From an optimization exercise on the open Yosys and OpenROAD flow, aimed at small area, a short achievable clock period and few clock cycles; shortcuts taken in it are not production practice.
Function was not checked in any run shown here: the RTL went through the layout flow alone.

$ cat flow/constraint.sdc
create_clock -name core_clock -period 12.0 [get_ports {clk}]
set_input_delay 2.4000 -clock core_clock [delete_from_list [all_inputs] [get_ports {clk}]]
set_output_delay 2.4000 -clock core_clock [all_outputs]
set_load 0.01 [all_outputs]
$ cat flow/design.v
`timescale 1ns/1ns
module Controller(input clk, rst, start, compare, flag, output InitYin, InitW1, InitW2, InitB, InitFlag, InitAlpha, LdX1, LdX2, LdT, Select2, LdYin, LdFlag, LdAlphaT, LdW1, LdW2, LdB,ReadEn,Ready, output [1:0] Select1, Sel1, Sel2);
	reg initYin, initW1, initW2, initB, initFlag, initAlpha, ldX1, ldX2, ldT, select2, ldYin, ldFlag, ldAlphaT, ldW1, ldW2, ldB;
	reg [1:0] select1, sel1, sel2;
	reg [3:0] ns, ps;
	reg ldCnt, cntDown;
	reg readEn, ready;
	wire co;
	reg [7:0] Cout;
	always@(ps, start, co, compare, flag)begin
		ns = 4'b0;
		case(ps)
			4'b0000: begin
				ns = (start)? 4'b0001 : 4'b0000;
			  end
			4'b0001: begin
				ns = 4'b0010;
				end
			4'b0010: begin
				ns = 4'b0011;
				end
			4'b0011: begin
				ns = 4'b0100;
				end
			4'b0100: begin
				ns = 4'b0101;
				end
			4'b0101: begin
				ns = compare ? 4'b0110 : 4'b1010;
				end
			4'b0110: begin
				ns = 4'b0111;
				end
			4'b0111: begin
				ns = 4'b1000;
				end
			4'b1000: begin
				ns = 4'b1001;
				end
			4'b1001: begin
				ns = 4'b1010;
				end
			4'b1010: begin
				ns = (co == 0) ? 4'b0010 : 
				     (flag == 1) ? 4'b1011 : 
				     (flag == 0) ? 4'b0000 : 4'b1010;
				end
			4'b1011: begin
			  ns = 4'b0010;
			  end
			default: ns = 4'b0000;
		endcase
	end
	always@(ps)begin
		{initYin, initW1, initW2, initB, initFlag, ldCnt, initAlpha, ldX1, ldX2, ldT, cntDown, select2, ldYin, ldFlag, ldAlphaT, ldW1, ldW2, ldB} = 18'b0;
		readEn = 1'b0;
		ready = 1'b0;
		select1 = 2'b0;
		sel1 = 2'b0;
		sel2 = 2'b0;
		case(ps)
			4'b0000: begin
				ready = 1;
			  end
			4'b0001: begin
				initW1 = 1;
				initW2 = 1;
				initB = 1;
				initYin = 1;
				ldCnt = 1;
				initAlpha = 1;
				end
			4'b0010: begin
				ldX1 = 1;
				ldX2 = 1;
				ldT = 1;
				cntDown = 1;
				readEn = 1;
				end
			4'b0011: begin
				sel1 = 2'b00;
				sel2 = 2'b01;
				select1 = 2'b01;
				select2 = 1;
				ldYin = 1;
				end
			4'b0100: begin
				sel1 = 2'b01;
				sel2 = 2'b10;
				select1 = 2'b00;
				select2 = 1;
				ldYin = 1;
				end
			4'b0101: begin
				end
			4'b0110: begin
				sel1 = 2'b10;
				sel2 = 2'b0;
				ldAlphaT = 1;
				ldFlag = 1;
				end
			4'b0111: begin
				sel1 = 2'b11;
				sel2 = 2'b01;
				select2 = 1;
				select1 = 2'b10;
				ldW1 = 1;
				end
			4'b1000: begin
				sel1 = 2'b11;
				sel2 = 2'b10;
				select2 = 1;
				select1 = 2'b11;
				ldW2 = 1;
				end
			4'b1001: begin
				select2 = 0;
				select1 = 2'b01;
				ldB = 1;
				end
			4'b1010: begin
				end
			4'b1011: begin
			  ldCnt = 1;
			  initFlag = 1;
			  end
		endcase
	end
	always@(posedge clk,posedge rst)begin
		if(rst) ps <= 4'b0000;
		else ps <= ns;
	end
	always@(posedge clk, posedge rst)begin
	  if(rst)
	    Cout = 8'b11001000;
	  else begin
	    if(ldCnt) Cout <= 8'b11001000;
	    else if(cntDown) Cout <= Cout - 1;
	  end
  end
  assign co = ~|{Cout};
  assign InitYin = initYin;
  assign InitW1 = initW1;
  assign InitW2 = initW2;
  assign InitB = initB;
  assign InitFlag = initFlag;
  assign LdCnt = ldCnt;
  assign InitAlpha = initAlpha;
  assign LdX1 = ldX1;
  assign LdX2 = ldX2;
  assign LdT = ldT;
  assign CntDown = cntDown;
  assign Select1 = select1;
  assign Select2 = select2;
  assign LdYin = ldYin;
  assign LdFlag = ldFlag;
  assign LdAlphaT = ldAlphaT;
  assign LdW1 = ldW1;
  assign LdW2 = ldW2;
  assign LdB = ldB;
  assign Sel1 = sel1;
  assign Sel2 = sel2;
  assign ReadEn = readEn;
  assign Ready = ready;
endmodule
`timescale 1ns/1ns
module FlagReg(input clk,rst,loadData,initVal, output out);
  reg outData;
  assign out = outData;
  always@(posedge clk, posedge rst)begin
    if(rst) outData <= 1'b0;
    else
    begin
      if(initVal) outData <= 1'b0;
      else
    begin
    if (loadData) outData <= 1'b1;
    else outData <= outData;
    end
  end
  end
endmodule
`timescale 1ns/1ns
module Reg2bit(input clk,rst,loadData,initVal, input [1:0] inData, output[1:0] out);
  reg [1:0] outData;
  assign out = outData;
  always@(posedge clk, posedge rst)begin
    if(rst) outData <= 2'b0;
    else
    begin
      if(initVal) outData <= 2'b0;
      else
    begin
    if (loadData) outData <= inData;
    else outData <= outData;
    end
  end
  end
endmodule
`timescale 1ns/1ns
module Reg3bit(input clk,rst,loadData,initVal, input [2:0] inData, output[2:0] out);
  reg [2:0] outData;
  assign out = outData;
  always@(posedge clk, posedge rst)begin
    if(rst) outData <= 3'b0;
    else
    begin
      if(initVal) outData <= 3'b0;
      else
    begin
    if (loadData) outData <= inData;
    else outData <= outData;
    end
  end
  end
endmodule
`timescale 1ns/1ns
module Reg7bit(input clk,rst,loadData,initVal, input [6:0] inData, output[6:0] out);
  reg [6:0] outData;
  assign out = outData;
  always@(posedge clk, posedge rst)begin
    if(rst) outData <= 7'b0;
    else
    begin
      if(initVal) outData <= 7'b0;
      else
    begin
    if (loadData) outData <= inData;
    else outData <= outData;
    end
  end
  end
endmodule
`timescale 1ns/1ns
module Reg14bit(input clk,rst,loadData,initVal, input [13:0] inData, output[13:0] out);
  reg [13:0] outData;
  assign out = outData;
  always@(posedge clk, posedge rst)begin
    if(rst) outData <= 14'b0;
    else
    begin
      if(initVal) outData <= 14'b0;
      else
    begin
    if (loadData) outData <= inData;
    else outData <= outData;
    end
  end
  end
endmodule
`timescale 1ns/1ns
module Mux2to1(input select, input [13:0]in1,in2, output [13:0]MuxOut);
  assign MuxOut = ~select ? in1 : in2;
endmodule
`timescale 1ns/1ns
module Mux4to1(input [1:0]select, input [13:0]in1,in2,in3,in4, output [13:0]MuxOut);
  assign MuxOut = select==2'b00 ? in1 :
          select==2'b01 ? in2 :
          select==2'b10 ? in3 :
          select==2'b11 ? in4 : 14'bz;
endmodule
`timescale 1ns/1ns
module adder( input [13:0] op1, op2, output [13:0] result );
  assign result = op1 + op2;
endmodule
`timescale 1ns/1ns
module multiplier( input [13:0] op1, op2, output [13:0] result );
  wire [27:0] w;
  wire signed [13:0] operand1,operand2;
  assign operand1 = op1;
  assign operand2 = op2;
  assign w = operand1 * operand2;
  assign result = w[21:8];
endmodule
`timescale 1ns/1ns
module DataPath(input clk,rst, input [6:0] x1Data,x2Data, input [1:0] tData, input InitYin, InitW1, InitW2, InitB, InitFlag, InitAlpha, LdX1, LdX2, LdT, Select2, LdYin, LdFlag, LdAlphaT, LdW1, LdW2, LdB, input [1:0]  Select1, Sel1, Sel2, output compare, flag, output[1:0] signYin, output[13:0] w1,w2,b,Yin);
  wire [6:0] x1,x2;
  wire [1:0] t;
  wire [2:0] alpha,alphaT;
  wire [13:0] AddOut,MultOut,MultOp1,MultOp2,AddOp1,AddOp2;
  wire [13:0] castedT,castedAlphaT,castedAlpha,castedX1,castedX2;
  assign castedT = t[1] ? {4'b1111, t, 8'b0}: {4'b0, t, 8'b0};
  assign castedAlphaT = alphaT[2] ? {5'b11111, alphaT, 6'b0}: {5'b0, alphaT, 6'b0};
  assign castedAlpha = alpha[2] ? {5'b11111, alpha, 6'b0}: {5'b0, alpha, 6'b0};
  assign castedX1 = x1[6] ? {3'b111, x1, 4'b0}: {3'b0, x1, 4'b0};
  assign castedX2 = x2[6] ? {3'b111, x2, 4'b0}: {3'b0, x2, 4'b0};
  FlagReg FLAG(clk,rst,LdFlag,InitFlag, flag);
  Reg2bit T(clk,rst,LdT,1'b0,tData,t);
  Reg3bit ALPHA(clk,rst,InitAlpha,1'b0,3'b011, alpha);
  Reg3bit ALPHAT(clk,rst,LdAlphaT,1'b0,MultOut[8:6], alphaT);
  Reg7bit X1(clk,rst,LdX1,1'b0,x1Data, x1);
  Reg7bit X2(clk,rst,LdX2,1'b0,x2Data, x2);
  Reg14bit W1(clk,rst,LdW1,InitW1,AddOut, w1);
  Reg14bit W2(clk,rst,LdW2,InitW2,AddOut, w2);
  Reg14bit B (clk,rst,LdB,InitB,AddOut, b);
  Reg14bit YIN (clk,rst,LdYin,InitYin,AddOut, Yin);
  Mux4to1 MULTOP1(Sel1,w1,w2,castedT,castedAlphaT, MultOp1);
  Mux4to1 MULTOP2(Sel2,castedAlpha,castedX1,castedX2,14'b0, MultOp2);
  Mux4to1 ADDOP1(Select1,Yin,b,w1,w2, AddOp1);
  Mux2to1 ADDOP2(Select2,castedAlphaT,MultOut, AddOp2);
  multiplier MULTIPLIER(MultOp1,MultOp2, MultOut);
  adder ADDER(AddOp1,AddOp2, AddOut);
  assign compare = (Yin == 14'b0) ? 1 : (Yin[13] ^ t[1]);
  assign signYin = Yin[13] ? 2'b11 : 2'b01;  
endmodule
`timescale 1ns/1ns
module LearningMachine(input clk,rst, start, input [6:0] x1Data,x2Data, input [1:0] tData, output[1:0] signYin, output[13:0] w1,w2,b,Yin,output ReadEn, Ready);
  reg busy, rdEn, valid;
  reg xlast, flag;
  reg [7:0] cnt;      
  reg [6:0] x1, x2;
  reg [3:0] o1, o2;      
  reg [2:0] tw1, tw2;    
  reg t;
  reg [11:0] u1, u2;
  reg [7:0] v;
  reg [13:0] yReg;
  wire [13:0] ya, yb;
  wire [11:0] u1n, u2n;
  wire n1;
  wire n2;
  wire n3;
  wire n4;
  wire n5;
  wire n6;
  wire n7;
  wire n8;
  wire n9;
  wire n10;
  wire n11;
  wire n12;
  wire n13;
  wire n14;
  wire n15;
  wire n16;
  wire n17;
  wire n18;
  wire n19;
  wire n20;
  wire n21;
  wire n22;
  wire n23;
  wire n24;
  wire n25;
  wire n26;
  wire n27;
  wire n28;
  wire n29;
  wire n30;
  wire n31;
  wire n32;
  wire n33;
  wire n34;
  wire n35;
  wire n36;
  wire n37;
  wire n38;
  wire n39;
  wire n40;
  wire n41;
  wire n42;
  wire n43;
  wire n44;
  wire n45;
  wire n46;
  wire n47;
  wire n48;
  wire n49;
  wire s50;
  wire c51;
  wire s52;
  wire c53;
  wire n54;
  wire n55;
  wire n56;
  wire n57;
  wire n58;
  wire n59;
  wire n60;
  wire n61;
  wire n62;
  wire n63;
  wire n64;
  wire n65;
  wire n66;
  wire n67;
  wire n68;
  wire n69;
  wire n70;
  wire n71;
  wire n72;
  wire n73;
  wire n74;
  wire n75;
  wire n76;
  wire n77;
  wire n78;
  wire n79;
  wire n80;
  wire n81;
  wire n82;
  wire n83;
  wire n84;
  wire n85;
  wire n86;
  wire n87;
  wire n88;
  wire n89;
  wire n90;
  wire n91;
  wire n92;
  wire n93;
  wire n94;
  wire n95;
  wire n96;
  wire n97;
  wire n98;
  wire n99;
  wire n100;
  wire n101;
  wire s102;
  wire c103;
  wire s104;
  wire c105;
  wire s106;
  wire c107;
  wire s108;
  wire c109;
  wire s110;
  wire c111;
  wire s112;
  wire c113;
  wire s114;
  wire c115;
  wire s116;
  wire c117;
  wire s118;
  wire c119;
  wire s120;
  wire c121;
  wire s122;
  wire c123;
  wire s124;
  wire c125;
  wire s126;
  wire c127;
  wire s128;
  wire c129;
  wire s130;
  wire c131;
  wire s132;
  wire c133;
  wire s134;
  wire c135;
  wire s136;
  wire c137;
  wire s138;
  wire c139;
  wire s140;
  wire c141;
  wire s142;
  wire c143;
  wire s144;
  wire c145;
  wire s146;
  wire c147;
  wire s148;
  wire c149;
  wire s150;
  wire c151;
  wire s152;
  wire c153;
  wire s154;
  wire c155;
  wire s156;
  wire c157;
  wire s158;
  wire c159;
  wire s160;
  wire c161;
  wire s162;
  wire c163;
  wire s164;
  wire c165;
  wire s166;
  wire c167;
  wire s168;
  wire c169;
  wire s170;
  wire c171;
  wire s172;
  wire c173;
  wire s174;
  wire c175;
  wire s176;
  wire c177;
  wire s178;
  wire c179;
  wire s180;
  wire c181;
  wire s182;
  wire c183;
  wire s184;
  wire c185;
  wire s186;
  wire c187;
  wire s188;
  wire c189;
  wire s190;
  wire c191;
  wire s192;
  wire c193;
  wire s194;
  wire c195;
  wire s196;
  wire c197;
  wire s198;
  wire c199;
  wire s200;
  wire c201;
  wire s202;
  wire c203;
  wire s204;
  wire c205;
  wire s206;
  wire c207;
  wire s208;
  wire c209;
  wire s210;
  wire c211;
  wire s212;
  wire c213;
  wire s214;
  wire c215;
  wire s216;
  wire c217;
  wire s218;
  wire c219;
  wire s220;
  wire c221;
  wire s222;
  wire c223;
  wire s224;
  wire c225;
  wire s226;
  wire c227;
  wire s228;
  wire c229;
  wire s230;
  wire c231;
  wire s232;
  wire c233;
  wire s234;
  wire c235;
  wire s236;
  wire c237;
  wire s238;
  wire c239;
  wire s240;
  wire c241;
  wire s242;
  wire c243;
  wire s244;
  wire c245;
  wire s246;
  wire c247;
  wire s248;
  wire c249;
  wire s250;
  wire c251;
  wire s252;
  wire c253;
  wire s254;
  wire c255;
  wire s256;
  wire c257;
  wire s258;
  wire c259;
  wire s260;
  wire c261;
  wire s262;
  wire c263;
  wire s264;
  wire c265;
  wire s266;
  wire c267;
  wire s268;
  wire c269;
  wire s270;
  wire c271;
  wire s272;
  wire c273;
  wire s274;
  wire c275;
  wire s276;
  wire c277;
  wire s278;
  wire c279;
  wire s280;
  wire c281;
  wire s282;
  wire c283;
  wire s284;
  wire c285;
  wire s286;
  wire c287;
  wire s288;
  wire c289;
  wire s290;
  wire c291;
  wire s292;
  wire c293;
  wire s294;
  wire c295;
  wire s296;
  wire c297;
  wire s298;
  wire c299;
  wire s300;
  wire c301;
  wire s302;
  wire c303;
  wire g304;
  wire p305;
  wire g306;
  wire p307;
  wire g308;
  wire p309;
  wire g310;
  wire p311;
  wire g312;
  wire p313;
  wire g314;
  wire p315;
  wire g316;
  wire p317;
  wire g318;
  wire p319;
  wire g320;
  wire p321;
  wire g322;
  wire p323;
  wire g324;
  wire p325;
  wire g326;
  wire p327;
  wire g328;
  wire p329;
  wire g330;
  wire p331;
  wire g332;
  wire p333;
  wire g334;
  wire p335;
  wire g336;
  wire p337;
  wire g338;
  wire p339;
  wire g340;
  wire p341;
  wire g342;
  wire p343;
  wire g344;
  wire p345;
  wire g346;
  wire p347;
  wire g348;
  wire p349;
  wire g350;
  wire p351;
  wire g352;
  wire p353;
  wire y354;
  wire y355;
  wire y356;
  wire y357;
  wire y358;
  wire y359;
  wire y360;
  wire y361;
  wire y362;
  wire y363;
  wire y364;
  wire y365;
  wire y366;
  wire n367;
  wire n368;
  wire n369;
  wire n370;
  wire n371;
  wire n372;
  wire n373;
  wire n374;
  wire n375;
  wire n376;
  wire n377;
  wire n378;
  wire s379;
  wire c380;
  wire s381;
  wire c382;
  wire s383;
  wire c384;
  wire s385;
  wire c386;
  wire s387;
  wire c388;
  wire s389;
  wire c390;
  wire s391;
  wire c392;
  wire s393;
  wire c394;
  wire s395;
  wire c396;
  wire s397;
  wire c398;
  wire s399;
  wire c400;
  wire s401;
  wire c402;
  wire s403;
  wire c404;
  wire s405;
  wire c406;
  wire s407;
  wire c408;
  wire s409;
  wire c410;
  wire s411;
  wire c412;
  wire s413;
  wire c414;
  wire s415;
  wire c416;
  wire s417;
  wire c418;
  wire s419;
  wire c420;
  wire s421;
  wire c422;
  wire s423;
  wire c424;
  wire n425;
  wire n426;
  wire n427;
  wire n428;
  wire n429;
  wire n430;
  wire n431;
  wire n432;
  wire n433;
  wire n434;
  wire n435;
  wire n436;
  wire s437;
  wire c438;
  wire s439;
  wire c440;
  wire s441;
  wire c442;
  wire s443;
  wire c444;
  wire s445;
  wire c446;
  wire s447;
  wire c448;
  wire s449;
  wire c450;
  wire s451;
  wire c452;
  wire s453;
  wire c454;
  wire s455;
  wire c456;
  wire s457;
  wire c458;
  wire s459;
  wire c460;
  wire s461;
  wire c462;
  wire s463;
  wire c464;
  wire s465;
  wire c466;
  wire s467;
  wire c468;
  wire s469;
  wire c470;
  wire s471;
  wire c472;
  wire s473;
  wire c474;
  wire s475;
  wire c476;
  wire s477;
  wire c478;
  wire s479;
  wire c480;
  wire s481;
  wire c482;
  assign n1 = ((o1[0] & u1[0])) ^ x1[1];
  assign n2 = ((o1[0] & u1[1]) | (tw1[0] & u1[0])) ^ x1[1];
  assign n3 = ((o1[0] & u1[2]) | (tw1[0] & u1[1])) ^ x1[1];
  assign n4 = ((o1[0] & u1[3]) | (tw1[0] & u1[2])) ^ x1[1];
  assign n5 = ((o1[0] & u1[4]) | (tw1[0] & u1[3])) ^ x1[1];
  assign n6 = ((o1[0] & u1[5]) | (tw1[0] & u1[4])) ^ x1[1];
  assign n7 = ((o1[0] & u1[6]) | (tw1[0] & u1[5])) ^ x1[1];
  assign n8 = ((o1[0] & u1[7]) | (tw1[0] & u1[6])) ^ x1[1];
  assign n9 = ((o1[0] & u1[8]) | (tw1[0] & u1[7])) ^ x1[1];
  assign n10 = ((o1[0] & u1[9]) | (tw1[0] & u1[8])) ^ x1[1];
  assign n11 = ((o1[0] & u1[10]) | (tw1[0] & u1[9])) ^ x1[1];
  assign n12 = ((o1[0] & u1[11]) | (tw1[0] & u1[10])) ^ x1[1];
  assign n13 = ~(((o1[0] & u1[11]) | (tw1[0] & u1[11])) ^ x1[1]);
  assign n14 = ((o1[1] & u1[0])) ^ x1[3];
  assign n15 = ((o1[1] & u1[1]) | (tw1[1] & u1[0])) ^ x1[3];
  assign n16 = ((o1[1] & u1[2]) | (tw1[1] & u1[1])) ^ x1[3];
  assign n17 = ((o1[1] & u1[3]) | (tw1[1] & u1[2])) ^ x1[3];
  assign n18 = ((o1[1] & u1[4]) | (tw1[1] & u1[3])) ^ x1[3];
  assign n19 = ((o1[1] & u1[5]) | (tw1[1] & u1[4])) ^ x1[3];
  assign n20 = ((o1[1] & u1[6]) | (tw1[1] & u1[5])) ^ x1[3];
  assign n21 = ((o1[1] & u1[7]) | (tw1[1] & u1[6])) ^ x1[3];
  assign n22 = ((o1[1] & u1[8]) | (tw1[1] & u1[7])) ^ x1[3];
  assign n23 = ((o1[1] & u1[9]) | (tw1[1] & u1[8])) ^ x1[3];
  assign n24 = ((o1[1] & u1[10]) | (tw1[1] & u1[9])) ^ x1[3];
  assign n25 = ((o1[1] & u1[11]) | (tw1[1] & u1[10])) ^ x1[3];
  assign n26 = ~(((o1[1] & u1[11]) | (tw1[1] & u1[11])) ^ x1[3]);
  assign n27 = ((o1[2] & u1[0])) ^ x1[5];
  assign n28 = ((o1[2] & u1[1]) | (tw1[2] & u1[0])) ^ x1[5];
  assign n29 = ((o1[2] & u1[2]) | (tw1[2] & u1[1])) ^ x1[5];
  assign n30 = ((o1[2] & u1[3]) | (tw1[2] & u1[2])) ^ x1[5];
  assign n31 = ((o1[2] & u1[4]) | (tw1[2] & u1[3])) ^ x1[5];
  assign n32 = ((o1[2] & u1[5]) | (tw1[2] & u1[4])) ^ x1[5];
  assign n33 = ((o1[2] & u1[6]) | (tw1[2] & u1[5])) ^ x1[5];
  assign n34 = ((o1[2] & u1[7]) | (tw1[2] & u1[6])) ^ x1[5];
  assign n35 = ((o1[2] & u1[8]) | (tw1[2] & u1[7])) ^ x1[5];
  assign n36 = ((o1[2] & u1[9]) | (tw1[2] & u1[8])) ^ x1[5];
  assign n37 = ((o1[2] & u1[10]) | (tw1[2] & u1[9])) ^ x1[5];
  assign n38 = ((o1[2] & u1[11]) | (tw1[2] & u1[10])) ^ x1[5];
  assign n39 = (o1[3] & u1[0]);
  assign n40 = x1[6] & ~((o1[3] & u1[0]));
  assign n41 = ((o1[3] & u1[1])) ^ x1[6];
  assign n42 = ((o1[3] & u1[2])) ^ x1[6];
  assign n43 = ((o1[3] & u1[3])) ^ x1[6];
  assign n44 = ((o1[3] & u1[4])) ^ x1[6];
  assign n45 = ((o1[3] & u1[5])) ^ x1[6];
  assign n46 = ((o1[3] & u1[6])) ^ x1[6];
  assign n47 = ((o1[3] & u1[7])) ^ x1[6];
  assign n48 = ((o1[3] & u1[8])) ^ x1[6];
  assign n49 = ((o1[3] & u1[9])) ^ x1[6];
  LM_ha hs50(n1, x1[1], s50, c51);
  LM_ha hs52(n2, c51, s52, c53);
  assign n54 = ((o2[0] & u2[0])) ^ x2[1];
  assign n55 = ((o2[0] & u2[1]) | (tw2[0] & u2[0])) ^ x2[1];
  assign n56 = ((o2[0] & u2[2]) | (tw2[0] & u2[1])) ^ x2[1];
  assign n57 = ((o2[0] & u2[3]) | (tw2[0] & u2[2])) ^ x2[1];
  assign n58 = ((o2[0] & u2[4]) | (tw2[0] & u2[3])) ^ x2[1];
  assign n59 = ((o2[0] & u2[5]) | (tw2[0] & u2[4])) ^ x2[1];
  assign n60 = ((o2[0] & u2[6]) | (tw2[0] & u2[5])) ^ x2[1];
  assign n61 = ((o2[0] & u2[7]) | (tw2[0] & u2[6])) ^ x2[1];
  assign n62 = ((o2[0] & u2[8]) | (tw2[0] & u2[7])) ^ x2[1];
  assign n63 = ((o2[0] & u2[9]) | (tw2[0] & u2[8])) ^ x2[1];
  assign n64 = ((o2[0] & u2[10]) | (tw2[0] & u2[9])) ^ x2[1];
  assign n65 = ((o2[0] & u2[11]) | (tw2[0] & u2[10])) ^ x2[1];
  assign n66 = ~(((o2[0] & u2[11]) | (tw2[0] & u2[11])) ^ x2[1]);
  assign n67 = ((o2[1] & u2[0])) ^ x2[3];
  assign n68 = ((o2[1] & u2[1]) | (tw2[1] & u2[0])) ^ x2[3];
  assign n69 = ((o2[1] & u2[2]) | (tw2[1] & u2[1])) ^ x2[3];
  assign n70 = ((o2[1] & u2[3]) | (tw2[1] & u2[2])) ^ x2[3];
  assign n71 = ((o2[1] & u2[4]) | (tw2[1] & u2[3])) ^ x2[3];
  assign n72 = ((o2[1] & u2[5]) | (tw2[1] & u2[4])) ^ x2[3];
  assign n73 = ((o2[1] & u2[6]) | (tw2[1] & u2[5])) ^ x2[3];
  assign n74 = ((o2[1] & u2[7]) | (tw2[1] & u2[6])) ^ x2[3];
  assign n75 = ((o2[1] & u2[8]) | (tw2[1] & u2[7])) ^ x2[3];
  assign n76 = ((o2[1] & u2[9]) | (tw2[1] & u2[8])) ^ x2[3];
  assign n77 = ((o2[1] & u2[10]) | (tw2[1] & u2[9])) ^ x2[3];
  assign n78 = ((o2[1] & u2[11]) | (tw2[1] & u2[10])) ^ x2[3];
  assign n79 = ~(((o2[1] & u2[11]) | (tw2[1] & u2[11])) ^ x2[3]);
  assign n80 = ((o2[2] & u2[0])) ^ x2[5];
  assign n81 = ((o2[2] & u2[1]) | (tw2[2] & u2[0])) ^ x2[5];
  assign n82 = ((o2[2] & u2[2]) | (tw2[2] & u2[1])) ^ x2[5];
  assign n83 = ((o2[2] & u2[3]) | (tw2[2] & u2[2])) ^ x2[5];
  assign n84 = ((o2[2] & u2[4]) | (tw2[2] & u2[3])) ^ x2[5];
  assign n85 = ((o2[2] & u2[5]) | (tw2[2] & u2[4])) ^ x2[5];
  assign n86 = ((o2[2] & u2[6]) | (tw2[2] & u2[5])) ^ x2[5];
  assign n87 = ((o2[2] & u2[7]) | (tw2[2] & u2[6])) ^ x2[5];
  assign n88 = ((o2[2] & u2[8]) | (tw2[2] & u2[7])) ^ x2[5];
  assign n89 = ((o2[2] & u2[9]) | (tw2[2] & u2[8])) ^ x2[5];
  assign n90 = ((o2[2] & u2[10]) | (tw2[2] & u2[9])) ^ x2[5];
  assign n91 = ((o2[2] & u2[11]) | (tw2[2] & u2[10])) ^ x2[5];
  assign n92 = ((o2[3] & u2[0])) ^ x2[6];
  assign n93 = ((o2[3] & u2[1])) ^ x2[6];
  assign n94 = ((o2[3] & u2[2])) ^ x2[6];
  assign n95 = ((o2[3] & u2[3])) ^ x2[6];
  assign n96 = ((o2[3] & u2[4])) ^ x2[6];
  assign n97 = ((o2[3] & u2[5])) ^ x2[6];
  assign n98 = ((o2[3] & u2[6])) ^ x2[6];
  assign n99 = ((o2[3] & u2[7])) ^ x2[6];
  assign n100 = ((o2[3] & u2[8])) ^ x2[6];
  assign n101 = ((o2[3] & u2[9])) ^ x2[6];
  LM_ha hs102(n54, x2[1], s102, c103);
  LM_ha hs104(n55, c103, s104, c105);
  LM_fa fs106(x1[3], x2[3], n3, s106, c107);
  LM_fa fs108(x1[5], x2[5], n5, s108, c109);
  LM_ha hs110(n6, n17, s110, c111);
  LM_fa fs112(x2[6], n7, n18, s112, c113);
  LM_fa fs114(n29, n39, n60, s114, c115);
  LM_fa fs116(n8, n19, n30, s116, c117);
  LM_fa fs118(n40, n41, n61, s118, c119);
  LM_ha hs120(n72, n83, s120, c121);
  LM_fa fs122(v[0], n9, n20, s122, c123);
  LM_fa fs124(n31, n42, n62, s124, c125);
  LM_fa fs126(n73, n84, n94, s126, c127);
  LM_fa fs128(v[1], n10, n21, s128, c129);
  LM_fa fs130(n32, n43, n63, s130, c131);
  LM_fa fs132(n74, n85, n95, s132, c133);
  LM_fa fs134(v[2], n11, n22, s134, c135);
  LM_fa fs136(n33, n44, n64, s136, c137);
  LM_fa fs138(n75, n86, n96, s138, c139);
  LM_fa fs140(v[3], n12, n23, s140, c141);
  LM_fa fs142(n34, n45, n65, s142, c143);
  LM_fa fs144(n76, n87, n97, s144, c145);
  LM_fa fs146(v[4], n13, n24, s146, c147);
  LM_fa fs148(n35, n46, n66, s148, c149);
  LM_fa fs150(n77, n88, n98, s150, c151);
  LM_fa fs152(1'b1, v[5], n25, s152, c153);
  LM_fa fs154(n36, n47, n78, s154, c155);
  LM_ha hs156(n89, n99, s156, c157);
  LM_fa fs158(1'b1, v[6], n26, s158, c159);
  LM_fa fs160(n37, n48, n79, s160, c161);
  LM_ha hs162(n90, n100, s162, c163);
  LM_fa fs164(v[7], n38, n49, s164, c165);
  LM_ha hs166(n91, n101, s166, c167);
  LM_fa fs168(n14, n56, n67, s168, c169);
  LM_fa fs170(n4, n15, n57, s170, c171);
  LM_fa fs172(n16, n27, n58, s172, c173);
  LM_ha hs174(n69, n80, s174, c175);
  LM_fa fs176(n28, n59, n70, s176, c177);
  LM_fa fs178(n81, s110, c109, s178, c179);
  LM_fa fs180(n71, n82, n92, s180, c181);
  LM_fa fs182(c111, s112, s114, s182, c183);
  LM_fa fs184(n93, s120, c113, s184, c185);
  LM_fa fs186(c115, s116, s118, s186, c187);
  LM_fa fs188(c121, c117, c119, s188, c189);
  LM_fa fs190(s122, s124, s126, s190, c191);
  LM_fa fs192(c123, c125, c127, s192, c193);
  LM_fa fs194(s128, s130, s132, s194, c195);
  LM_fa fs196(c129, c131, c133, s196, c197);
  LM_fa fs198(s134, s136, s138, s198, c199);
  LM_fa fs200(c135, c137, c139, s200, c201);
  LM_fa fs202(s140, s142, s144, s202, c203);
  LM_fa fs204(c141, c143, c145, s204, c205);
  LM_fa fs206(s146, s148, s150, s206, c207);
  LM_fa fs208(s156, c147, c149, s208, c209);
  LM_fa fs210(c151, s152, s154, s210, c211);
  LM_fa fs212(c157, s162, c153, s212, c213);
  LM_fa fs214(c155, s158, s160, s214, c215);
  LM_fa fs216(t, c163, s166, s216, c217);
  LM_fa fs218(c159, c161, s164, s218, c219);
  LM_ha hs220(s106, c53, s220, c221);
  LM_fa fs222(n68, c107, c169, s222, c223);
  LM_fa fs224(s174, c171, s108, s224, c225);
  LM_fa fs226(c175, c173, s176, s226, c227);
  LM_fa fs228(c177, s180, c179, s228, c229);
  LM_fa fs230(c181, s184, c183, s230, c231);
  LM_fa fs232(c185, c187, s188, s232, c233);
  LM_fa fs234(c189, c191, s192, s234, c235);
  LM_fa fs236(c193, c195, s196, s236, c237);
  LM_fa fs238(c197, c199, s200, s238, c239);
  LM_fa fs240(c201, c203, s204, s240, c241);
  LM_fa fs242(c205, c207, s208, s242, c243);
  LM_fa fs244(c209, s212, c211, s244, c245);
  LM_fa fs246(c213, s216, c215, s246, c247);
  LM_ha hs248(c105, s168, s248, c249);
  LM_fa fs250(s170, c221, s222, s250, c251);
  LM_fa fs252(s172, c223, s224, s252, c253);
  LM_fa fs254(c225, s178, s226, s254, c255);
  LM_fa fs256(c227, s182, s228, s256, c257);
  LM_fa fs258(s186, c229, s230, s258, c259);
  LM_fa fs260(s190, c231, s232, s260, c261);
  LM_fa fs262(s194, c233, s234, s262, c263);
  LM_fa fs264(s198, c235, s236, s264, c265);
  LM_fa fs266(s202, c237, s238, s266, c267);
  LM_fa fs268(s206, c239, s240, s268, c269);
  LM_fa fs270(s210, c241, s242, s270, c271);
  LM_fa fs272(s214, c243, s244, s272, c273);
  LM_fa fs274(s218, c245, s246, s274, c275);
  assign ya = {c273, c271, c269, c267, c265, c263, c261, c259, c257, c255, c253, c251, c249, s248};
  assign yb = {s274, s272, s270, s268, s266, s264, s262, s260, s258, s256, s254, s252, s250, s220};
  LM_ha hs276(s248, s220, s276, c277);
  LM_ha hs278(c249, s250, s278, c279);
  LM_ha hs280(c251, s252, s280, c281);
  LM_ha hs282(c253, s254, s282, c283);
  LM_ha hs284(c255, s256, s284, c285);
  LM_ha hs286(c257, s258, s286, c287);
  LM_ha hs288(c259, s260, s288, c289);
  LM_ha hs290(c261, s262, s290, c291);
  LM_ha hs292(c263, s264, s292, c293);
  LM_ha hs294(c265, s266, s294, c295);
  LM_ha hs296(c267, s268, s296, c297);
  LM_ha hs298(c269, s270, s298, c299);
  LM_ha hs300(c271, s272, s300, c301);
  LM_ha hs302(c273, s274, s302, c303);
  LM_g qg304(c279, s278, c277, g304);
  LM_gp qg306(c283, s282, c281, s280, g306, p307);
  LM_gp qg308(c287, s286, c285, s284, g308, p309);
  LM_gp qg310(c291, s290, c289, s288, g310, p311);
  LM_gp qg312(c295, s294, c293, s292, g312, p313);
  LM_gp qg314(c299, s298, c297, s296, g314, p315);
  LM_gp qg316(c303, s302, c301, s300, g316, p317);
  LM_g qg318(c281, s280, g304, g318);
  LM_g qg320(g306, p307, g304, g320);
  LM_gp qg322(c289, s288, g308, p309, g322, p323);
  LM_gp qg324(g310, p311, g308, p309, g324, p325);
  LM_gp qg326(c297, s296, g312, p313, g326, p327);
  LM_gp qg328(g314, p315, g312, p313, g328, p329);
  LM_g qg330(c285, s284, g320, g330);
  LM_g qg332(g308, p309, g320, g332);
  LM_g qg334(g322, p323, g320, g334);
  LM_g qg336(g324, p325, g320, g336);
  LM_gp qg338(c301, s300, g328, p329, g338, p339);
  LM_gp qg340(g316, p317, g328, p329, g340, p341);
  LM_g qg342(c293, s292, g336, g342);
  LM_g qg344(g312, p313, g336, g344);
  LM_g qg346(g326, p327, g336, g346);
  LM_g qg348(g328, p329, g336, g348);
  LM_g qg350(g338, p339, g336, g350);
  LM_g qg352(g340, p341, g336, g352);
  assign y354 = s278 ^ c277;
  assign y355 = s280 ^ g304;
  assign y356 = s282 ^ g318;
  assign y357 = s284 ^ g320;
  assign y358 = s286 ^ g330;
  assign y359 = s288 ^ g332;
  assign y360 = s290 ^ g334;
  assign y361 = s292 ^ g336;
  assign y362 = s294 ^ g342;
  assign y363 = s296 ^ g344;
  assign y364 = s298 ^ g346;
  assign y365 = s300 ^ g348;
  assign y366 = s302 ^ g350;
  assign yt = {y366, y365, y364, y363, y362, y361, y360, y359, y358, y357, y356, y355, y354, s276};
  assign n367 = x1[0] ^ t;
  assign n368 = x1[1] ^ t;
  assign n369 = x1[2] ^ t;
  assign n370 = x1[3] ^ t;
  assign n371 = x1[4] ^ t;
  assign n372 = x1[5] ^ t;
  assign n373 = x1[6] ^ t;
  assign n374 = x1[6] ^ t;
  assign n375 = x1[6] ^ t;
  assign n376 = x1[6] ^ t;
  assign n377 = x1[6] ^ t;
  assign n378 = x1[6] ^ t;
  LM_ha hs379(u1[1], n368, s379, c380);
  LM_ha hs381(u1[2], n369, s381, c382);
  LM_ha hs383(u1[3], n370, s383, c384);
  LM_ha hs385(u1[4], n371, s385, c386);
  LM_ha hs387(u1[5], n372, s387, c388);
  LM_ha hs389(u1[6], n373, s389, c390);
  LM_ha hs391(u1[7], n374, s391, c392);
  LM_ha hs393(u1[8], n375, s393, c394);
  LM_ha hs395(u1[9], n376, s395, c396);
  LM_ha hs397(u1[10], n377, s397, c398);
  LM_ha hs399(u1[11], n378, s399, c400);
  LM_ha hs401(u1[0], n367, s401, c402);
  LM_fa fs403(n367, t, s379, s403, c404);
  LM_fa fs405(n368, c380, s381, s405, c406);
  LM_fa fs407(n369, c382, s383, s407, c408);
  LM_fa fs409(n370, c384, s385, s409, c410);
  LM_fa fs411(n371, c386, s387, s411, c412);
  LM_fa fs413(n372, c388, s389, s413, c414);
  LM_fa fs415(n373, c390, s391, s415, c416);
  LM_fa fs417(n374, c392, s393, s417, c418);
  LM_fa fs419(n375, c394, s395, s419, c420);
  LM_fa fs421(n376, c396, s397, s421, c422);
  LM_fa fs423(n377, c398, s399, s423, c424);
  assign u1n = {c422, c420, c418, c416, c414, c412, c410, c408, c406, c404, c402, s401} + {s423, s421, s419, s417, s415, s413, s411, s409, s407, s405, s403, t};
  assign n425 = x2[0] ^ t;
  assign n426 = x2[1] ^ t;
  assign n427 = x2[2] ^ t;
  assign n428 = x2[3] ^ t;
  assign n429 = x2[4] ^ t;
  assign n430 = x2[5] ^ t;
  assign n431 = x2[6] ^ t;
  assign n432 = x2[6] ^ t;
  assign n433 = x2[6] ^ t;
  assign n434 = x2[6] ^ t;
  assign n435 = x2[6] ^ t;
  assign n436 = x2[6] ^ t;
  LM_ha hs437(u2[1], n426, s437, c438);
  LM_ha hs439(u2[2], n427, s439, c440);
  LM_ha hs441(u2[3], n428, s441, c442);
  LM_ha hs443(u2[4], n429, s443, c444);
  LM_ha hs445(u2[5], n430, s445, c446);
  LM_ha hs447(u2[6], n431, s447, c448);
  LM_ha hs449(u2[7], n432, s449, c450);
  LM_ha hs451(u2[8], n433, s451, c452);
  LM_ha hs453(u2[9], n434, s453, c454);
  LM_ha hs455(u2[10], n435, s455, c456);
  LM_ha hs457(u2[11], n436, s457, c458);
  LM_ha hs459(u2[0], n425, s459, c460);
  LM_fa fs461(n425, t, s437, s461, c462);
  LM_fa fs463(n426, c438, s439, s463, c464);
  LM_fa fs465(n427, c440, s441, s465, c466);
  LM_fa fs467(n428, c442, s443, s467, c468);
  LM_fa fs469(n429, c444, s445, s469, c470);
  LM_fa fs471(n430, c446, s447, s471, c472);
  LM_fa fs473(n431, c448, s449, s473, c474);
  LM_fa fs475(n432, c450, s451, s475, c476);
  LM_fa fs477(n433, c452, s453, s477, c478);
  LM_fa fs479(n434, c454, s455, s479, c480);
  LM_fa fs481(n435, c456, s457, s481, c482);
  assign u2n = {c480, c478, c476, c474, c472, c470, c468, c466, c464, c462, c460, s459} + {s481, s479, s477, s475, s473, s471, s469, s467, s465, s463, s461, t};
  wire [13:0] yt;    
  wire [13:0] y = {yt[13] ^ t, yt[12:0]};
  wire [13:0] zx = ya ^ yb ^ {ya[12:0] | yb[12:0], 1'b0} ^ {t, 13'd0};
  wire yzero = ~|zx;
  wire mis = yzero | yt[13];
  wire upd = valid & mis;
  wire [7:0] vn = t ? v - 8'd3 : v + 8'd3;
  wire last = (cnt == 8'd14);
  function [6:0] booth(input [6:0] x);
    reg [8:0] e;
    integer i;
    begin
      e = {x[6], x, 1'b0};
      for (i = 0; i < 4; i = i + 1)
        booth[i] = e[2*i+1] ^ e[2*i];
      for (i = 0; i < 3; i = i + 1)
        booth[4+i] = (e[2*i+2] & ~e[2*i+1] & ~e[2*i]) | (~e[2*i+2] & e[2*i+1] & e[2*i]);
    end
  endfunction
  wire [6:0] bd1 = booth(x1Data);
  wire [6:0] bd2 = booth(x2Data);
  always @(posedge clk) begin
    x1 <= x1Data; x2 <= x2Data; t <= tData[1];
    o1 <= bd1[3:0]; tw1 <= bd1[6:4];
    o2 <= bd2[3:0]; tw2 <= bd2[6:4];
  end
  always @(posedge clk) begin
    if (!busy) begin
      xlast <= 1'b0; flag <= 1'b0; cnt <= 8'd1;
    end else begin
      if (rdEn) begin
        xlast <= last;
        cnt <= last ? 8'd1 : {cnt[6:0], cnt[7] ^ cnt[5] ^ cnt[4] ^ cnt[3]};
      end
      if (rdEn && last) flag <= 1'b0;
      else if (upd && !xlast) flag <= 1'b1;
    end
  end
  always @(posedge clk, posedge rst) begin
    if (rst) begin
      busy <= 1'b0; rdEn <= 1'b0; valid <= 1'b0;
      u1 <= 12'd0; u2 <= 12'd0; v <= 8'd0; yReg <= 14'd0;
    end else begin
      if (valid) yReg <= y;
      if (!busy) begin
        if (start) begin
          busy <= 1'b1; rdEn <= 1'b1; valid <= 1'b0;
          u1 <= 12'd0; u2 <= 12'd0; v <= 8'd0;
        end
      end else begin
        valid <= rdEn;
        if (upd) begin
          u1 <= u1n; u2 <= u2n; v <= vn;
        end
        if (rdEn && last) begin
          rdEn <= flag | upd;
        end else if (!rdEn && xlast && valid) begin
          rdEn <= mis;
          busy <= mis;
        end
      end
    end
  end
  assign w1 = {u1, 2'b00};
  assign w2 = {u2, 2'b00};
  assign b = {v, 6'b0};
  assign Yin = yReg;
  assign signYin = {yReg[13], 1'b1};
  assign ReadEn = rdEn;
  assign Ready = ~busy;
endmodule
module LM_fa(input a, b, c, output s, co);
  assign s = a ^ b ^ c;
  assign co = (a & b) | (a & c) | (b & c);
endmodule
module LM_ha(input a, b, output s, co);
  assign s = a ^ b;
  assign co = a & b;
endmodule
module LM_gp(input gh, ph, gl, pl, output g, p);
  assign g = gh | (ph & gl);
  assign p = ph & pl;
endmodule
module LM_g(input gh, ph, gl, output g);
  assign g = gh | (ph & gl);
endmodule
$ cat flow/flow/run.sh
#!/bin/bash
set -euo pipefail
bash standard.sh SETUP_SLACK_MARGIN=7 'BUFFER_PORTS_ARGS=-buffer_cell sky130_fd_sc_hd__buf_1' finish > standard_make.log 2>&1
$ cat flow/standard.sh
#!/bin/bash
# synth_recipe.tcl (not shown) runs the flow's synth.tcl, then flattens the netlist and writes it again
# the make line also repeats each setting of config.mk as NAME=value (left out here)
make -C /OpenROAD-flow-scripts/flow DESIGN_CONFIG=/design/flow/config.mk WORK_HOME=/design/flow/orfs CLKGATE_MAP_FILE= SYNTH_SCRIPT=/design/flow/synth_recipe.tcl "${@:-finish}"
$ cat flow/config.mk
export PLATFORM = sky130hd
export DESIGN_NAME = LearningMachine
export DESIGN_NICKNAME = LearningMachine
export VERILOG_FILES = /design/flow/design.v
export SDC_FILE = /design/flow/constraint.sdc
export NUM_CORES = 4
export LEC_CHECK = 0
export ABC_CLOCK_PERIOD_IN_PS = 5000
export CAP_MARGIN = 20
export CORE_MARGIN = 2
export CORE_UTILIZATION = 40
export SETUP_SLACK_MARGIN = 5
export SLEW_MARGIN = 20
export SYNTH_HIERARCHICAL = 1
export SYNTH_MINIMUM_KEEP_SIZE = 0
==> reports/metrics.yaml, run 1 <==
status: "no timing/DRC/antenna violations"
synth_edf_count: 0
start_kind: "flip-flop"
finalCritPeriodShare_pct: 41.8
hpwl_um: 16600
min_from: "flag"
report.final.slew_viol_count: 0
dieArea_sq_um: 24700
fillCellCount: 2231
ant_nets: 0
route.vias.total: 7001
r2r_cells: 17
yosysTopAreaCellShare_pct: 21.8
tritoncts: "yes"
grt_pass1_wl_um: 37700
cp_max_fo: 11
required_ns: 12.25
tns_ns: 0
io_pins: 79
tightest_slew_ns: 0.987
seq_area_sq_um: 2050
htreeDepth: 3
placed_area_sq_um: 9780
syn_area_per_cell_sq_um: 10.1
fmax_mhz: 199
hp-class: "reg -> reg"
multi_input_area_sq_um: 7470
root_buffer: "clkbuf_16"
io_buffers: 66
synthTopCellsByCount: "xnor2_1 (125), fa_1 (102), ha_1 (91)"
rsz0062_at_grt: "true"
slew-limit-headroom_pct: 34.2
grt_max_degree: 50
path_class: "reg -> reg"
viasPerCell: 5.29
worstReg2RegStart: "u1[7]"
fin_skew_ns: 0.0114
clkTransAtPathRegs_ns: 0.07
first_global_vias: 6728
rows: 56
synthDistinctLibCells: 54
min_path_cells: 2
synthFlopType: "dfrtp_1"
async_flop_share_pct: 57.0
yosysSeqAreaShare_pct: 21.0
initial_core_util_pct: 40.3
die_w_um: 157
layout.nets: 1211
end_kind: "flip-flop"
drive_above_1_share_pct: 19.5
area_growth_pct: 18.0
core_sq_um: 23300
setup_viol: 0
wl_per_cell_um: 18.4
dieHeight_um: 157
grt_usage_pct: 19.9
overflow: 0
wl_um: 24300
place_congestion: 0.862
synth.most_common_cell: "xnor2_1"
maxCapViolCount: 0
drtIter0Drc: 606
synth_area_sq_um: 9380
worstReg2RegEnd: "v[2]"
cts_sinks: 86
yosysTopAreaCell: "fa_1"
min_to: "flag"
insertion_delay_ns: 0.36
cts_max_path_buffers: 2
timing.critical_path.arrival_ns: 5.27
worst-r2r-setup-slack_ns: 6.99
antenna_found_initial: 0
synth_cells: 926
drtPass1Iterations: 5
synth_seq_cells: 86
final_area_sq_um: 11100
drc: 0
netlist_top_cells_area: "fa_1 (22%), dfrtp_1 (13%), ha_1 (12%)"
hold_viol: 0
cts_made_buffers: 9
period_minus_slack_ns: 5.01
yosysWarnings: 8
postLayoutCoreUtil_pct: 47.5
[state kept, by name, indices dropped and copies added (netlist names)]
signal / flops
rdEn: 1
x2: 6
x1: 6
flag: 1
yReg: 14
v: 8
tw2: 3
o2: 4
xlast: 1
cnt: 8
o1: 4
valid: 1
tw1: 3
u2: 12
u1: 12
busy: 1
t: 1
[modules after synthesis (local to each module, per instance)]
module           cells inside  flops+latches
LearningMachine           745             86
LM_g                        1              0
LM_fa                       1              0
LM_gp                       2              0
LM_ha                       1              0
[how the worst max path moves through the flow]
stage                       to  start  cells past startpoint  slack [ns]
after floorplan           v[7]  x1[1]                     18        7.02
final                     v[2]  u1[7]                     17        6.99
after global placement    v[0]  x2[3]                     14        6.06
after detailed placement  v[0]  x2[3]                     14        6.01
after global routing      v[2]  u1[7]                     17        6.87
after CTS                 v[2]  u1[5]                     17        7.01
[stage by stage]
| step | hold slack, ns | worst slack [ns] | cells |
|---|---|---|---|
| 2_1_floorplan | 0.428 | 7.02 | 937 |
| 3_3_place_gp | 0.439 | 6.06 | 1253 |
| 3_5_place_dp | 0.448 | 6.01 | 1253 |
| 4_1_cts | 0.458 | 7.01 | 1307 |
| 5_1_grt | 0.500 | 6.87 | 1323 |
| 6_report | 0.466 | 6.99 | 1324 |
[cell type report]
class / instances / area share (%)
multi-input combinational: 744 / 67.6
sequential: 86 / 18.6
timing repair buffer: 120 / 6.29
tap: 319 / 3.61
clock buffer: 10 / 2.07
inverter: 38 / 1.29
clock inverter: 6 / 0.600
antenna: 1 / 0.0226
[metal layers]
metal  vias up  GRT usage (%)  share of wire [%]
li1       3290              -                  -
met1      3458           28.3                 46
met2       222           32.0                 47
met3        31           3.25                5.4
met4         0           4.24                1.5
met5         -              0                  0
[logic make-up after synthesis]
logic type | count (synthesis) | share of synthesized area (%)
xor gates and xnor gates | 168 | 15.8
adders and majority gates | 193 | 33.9
muxes | 8 | 0.894
DFF | 86 | 21.0
buffers and inverters | 113 | 5.12
and+or+nand+nor | 148 | 7.53
AOI/OAI and AO/OA | 208 | 15.7
other | 2 | 0.0801
[layout by cell type, fill, tap and decap left out, types with 8 or more instances in the layout]
cell type	n
a21o_1	29
a21oi_1	32
a22o_1	19
a22oi_1	45
a22oi_2	21
and2_1	11
buf_1	66
buf_4	45
buf_6	8
clkbuf_16	9
conb_1	13
dfrtp_1	27
dfrtp_2	22
dfxtp_1	15
dfxtp_2	10
dfxtp_4	12
fa_1	85
fa_2	17
ha_1	84
inv_1	37
nand2_1	45
nor2_1	43
nor2b_1	9
o21ai_0	18
xnor2_1	120
xor2_1	41
[worst max-delay path, cell delays in order, from the launching register on]
cell and delay [ns]:
dfrtp_2 0.46, buf_4 0.17, a22oi_1 0.21, xnor2_1 0.13, fa_1 0.41, fa_1 0.52, fa_1 0.45, fa_2 0.65
ha_4 0.23, a21o_1 0.16, a21o_1 0.16, a21o_1 0.17, a21o_1 0.18, xor2_2 0.22, a22o_4 0.24, a21oi_4 0.05
buf_12 0.16, o41ai_4 0.30
[what timing repair did]
item | in CTS | in global routing
setup buffers | 34 | 14
cloned | 4 | 2
resized for setup | 60 | 86
hold buffers | 0 | 0
endpoints found under the hold margin | 0 | 0
setup endpoints to repair | 36 | 36
pin swaps | 8 | 38
==> run 2: changes to the inputs <==
==> flow/flow/run.sh (replaced) <==
#!/bin/bash
set -euo pipefail
bash standard.sh SETUP_SLACK_MARGIN=8 'BUFFER_PORTS_ARGS=-buffer_cell sky130_fd_sc_hd__buf_1' finish > standard_make.log 2>&1
==> run 2 against run 1 <==
  * Clock-buffer cell count down 1
  * Via count unchanged
  * Worst setup slack gained 0.12 ns
  * Sequential share of layout area fell by 0.29 points
  * Highest routed layer unchanged
==> reports/metrics.yaml, run 2 <==
start_kind: "flip-flop"
area_growth_pct: 20.2
drtPass1Iterations: 6  # +1
rows: 56  # unchanged
root_buffer: "clkbuf_16"
synthFlopType: "dfrtp_1"
final_cell_mix: "xnor2_1 (117), ha_1 (83), fa_1 (70)"
dieArea_sq_um: 24700  # unchanged
syn_area_per_cell_sq_um: 10.1  # unchanged
antenna_found_initial: 0  # unchanged
dieHeight_um: 157  # unchanged
rsz0062_at_grt: "true"
ant_nets: 0  # unchanged
fmax_mhz: 204  # +2.5%
regMostFlops: "yReg"
yosysSeqAreaShare_pct: 21.0  # unchanged
cts_max_path_buffers: 2  # unchanged
tns_ns: 0  # unchanged
status: "no timing/DRC/antenna violations"
grt_max_degree: 50  # unchanged
yosysTopAreaCellShare_pct: 21.8  # unchanged
grtUsageMet2_pct: 33.6  # +1.7 points
required_ns: 12.25  # about the same
yosysWarnings: 8  # unchanged
reg_top3: "yReg (14), u1 (12), u2 (12)"
largest_reg_flops: 14  # unchanged
layout.nets: 1207  # -0.33%
layout_commonest_cell: "xnor2_1"
finalCritPeriodShare_pct: 40.8  # -1.0 points
insertion_delay_ns: 0.36  # about the same
cp_max_fo: 6  # -5
viasPerCell: 5.31  # +0.38%
io_buffers: 66  # unchanged
met3_usage_pct: 3.33  # +0.083 points
initial_core_util_pct: 40.3  # unchanged
grt_use_met1_pct: 28.6  # +0.32 points
drc: 0  # unchanged
tritoncts: "yes"
drtIter0Drc: 419  # -31%
synthDistinctLibCells: 54  # unchanged
async_flop_share_pct: 57.0  # unchanged
synth_edf_count: 0  # unchanged
hpwl_um: 16700  # +0.66%
cts_made_buffers: 9  # unchanged
cts_hold_buf: 0  # unchanged
period_minus_slack_ns: 4.89  # -0.123 ns
postLayoutCoreUtil_pct: 48.5  # +0.92 points
diodes: 0  # -1
setup_viol: 0  # unchanged
path_class: "reg -> reg"
core_sq_um: 23300  # unchanged
tightest_slew_ns: 0.914  # -0.0728 ns
clkTransAtPathRegs_ns: 0.07  # about the same
htreeDepth: 3  # unchanged
yosysTopAreaCell: "fa_1"
grt_pass1_wl_um: 39300  # +4.2%
end_kind: "flip-flop"
io_pins: 79  # unchanged
grt_busiest_layer: "met2"
overflow: 0  # unchanged
fin_skew_ns: 0.0132  # +0.00182 ns
synth_seq_cells: 86  # unchanged
synthTopCellsByCount: "xnor2_1 (125), fa_1 (102), ha_1 (91)"
hold_viol: 0  # unchanged
synth_cells: 926  # unchanged
route.vias.total: 7001  # unchanged
hp-class: "reg -> reg"
cts_sinks: 86  # unchanged
timing.critical_path.arrival_ns: 5.14  # -0.13 ns
report.final.slew_viol_count: 0  # unchanged
synth.most_common_cell: "xnor2_1"
drive_above_1_share_pct: 23.7  # +4.2 points
wl_um: 24400  # +0.44%
whs_ns: 0.478  # +0.0121 ns
maxCapViolCount: 0  # unchanged
wl_per_cell_um: 18.5  # +0.82%
grt_usage_pct: 20.8  # +0.90 points
netlist_top_cells_area: "fa_1 (22%), dfrtp_1 (13%), ha_1 (12%)"
first_global_vias: 7136  # +6.1%
slew-limit-headroom_pct: 39.1  # +4.9 points
place_congestion: 0.856  # -0.71%
synth_area_sq_um: 9380  # unchanged
die_w_um: 157  # unchanged
[run 2: worst max-delay path, stage by stage (launching register included)]
cell and delay (ns):
dfrtp_2 0.49, buf_4 0.18, a22oi_2 0.16, xnor2_1 0.15, ha_1 0.30, fa_1 0.59, fa_1 0.44, fa_2 0.62
ha_4 0.23, and2_4 0.13, a21o_1 0.18, a21o_1 0.15, a21o_1 0.18, xor2_2 0.21, a22o_4 0.28, a21oi_4 0.06
buf_12 0.16, mux2_4 0.25
[run 2: path summary, 6_finish.rpt]
check / end / start / slack [ns] / cells after the start
max in group asynchronous: u2[5] / rst / 9.29 / 3
min in group asynchronous: valid / rst / 2.20 / 3
setup / recovery: v[0] / u2[8] / 7.11 / 17
hold / removal: flag / flag / 0.48 / 2
setup reg to reg: v[0] / u2[8] / 7.11 / 17
hold reg to reg: flag / flag / 0.48 / 2
[run 2: logic make-up (layout without fill, tap and decap cells)]
| kind of cell | after synthesis | in the layout | share of synthesized area, % |
|---|---|---|---|
| AO/OA/AOI/OAI | 208 | 214 | 15.7 |
| other | 2 | 13 | 0.0801 |
| XOR/XNOR | 168 | 168 | 15.8 |
| adder cells (fa/ha/maj) | 193 | 193 | 33.9 |
| multiplexers | 8 | 8 | 0.894 |
| flip-flops | 86 | 86 | 21.0 |
| AND/OR/NAND/NOR | 148 | 148 | 7.53 |
| buffers and inverters | 113 | 170 | 5.12 |
[run 2: metal layers]
layer	part of all wire [%]	vias to the layer above
met3	5.6	44
met2	47	207
met1	45	3466
met4	2.1	0
met5	0	-
li1	-	3284
[run 2: stage by stage]
stage                     setup WS, ns  area, sq um  cells
after floorplan                   7.28         9770    937
after global placement            6.08         9950   1252
after detailed placement          6.04         9950   1252
after CTS                         7.16        11000   1313
after global routing              6.98        11300   1319
final                             7.11        11300   1319
[run 2: modules after synthesis, one instance, submodules excluded]
module / cell area [sq um] / cells inside / copies in the design / flip-flops and latches
LM_gp: 13.8 / 2 / 10 / 0
LM_g: 7.51 / 1 / 12 / 0
LM_fa: 20.0 / 1 / 99 / 0
LM_ha: 12.5 / 1 / 50 / 0
LearningMachine: 6540 / 745 / 1 / 86
[run 2: cell type report]
cell class | instances | area, sq um
Tap cell | 319 | 399
Fill cell | 2180 | 12000
Inverter | 38 | 143
Sequential cell | 86 | 2060
Timing Repair Buffer | 116 | 707
Multi-Input combinational cell | 744 | 7690
Clock inverter | 7 | 53.8
Clock buffer | 9 | 225
[run 2: repair_timing]
action | 4_1_cts | 5_1_grt
pin swaps | 67 | 23
buffers inserted | 39 | 6
hold endpoints to repair | 0 | 0
gates cloned | 6 | 0
resized for setup | 131 | 38
endpoints found under the setup margin | 44 | 43

## afterwards: timing with drivers on the ports
No port has a modelled driver above. Below, the same layouts with a new extraction and two added sets of constraints. Step 1 assumes that a clkbuf_16 drives the clock port and a buf_2 every other input. Step 2 adds t to the input delays and takes it off the output delays; t is the mean of the earliest and latest rising clock arrival at the registers after step 1. Input paths then give back, and output paths get back, about the clock's delay inside the block. Slacks: no drivers / after step 1 / after step 2; pairs: no drivers / after step 1.
run	t, ns	setup WS [ns]	worst register clock-pin slew, ns
run 1	0.393	6.986 / 6.986 / 6.986	0.07 / 0.07
run 2	0.395	7.109 / 7.109 / 7.109	0.07 / 0.07
After both steps setup and hold are still met in every run listed.
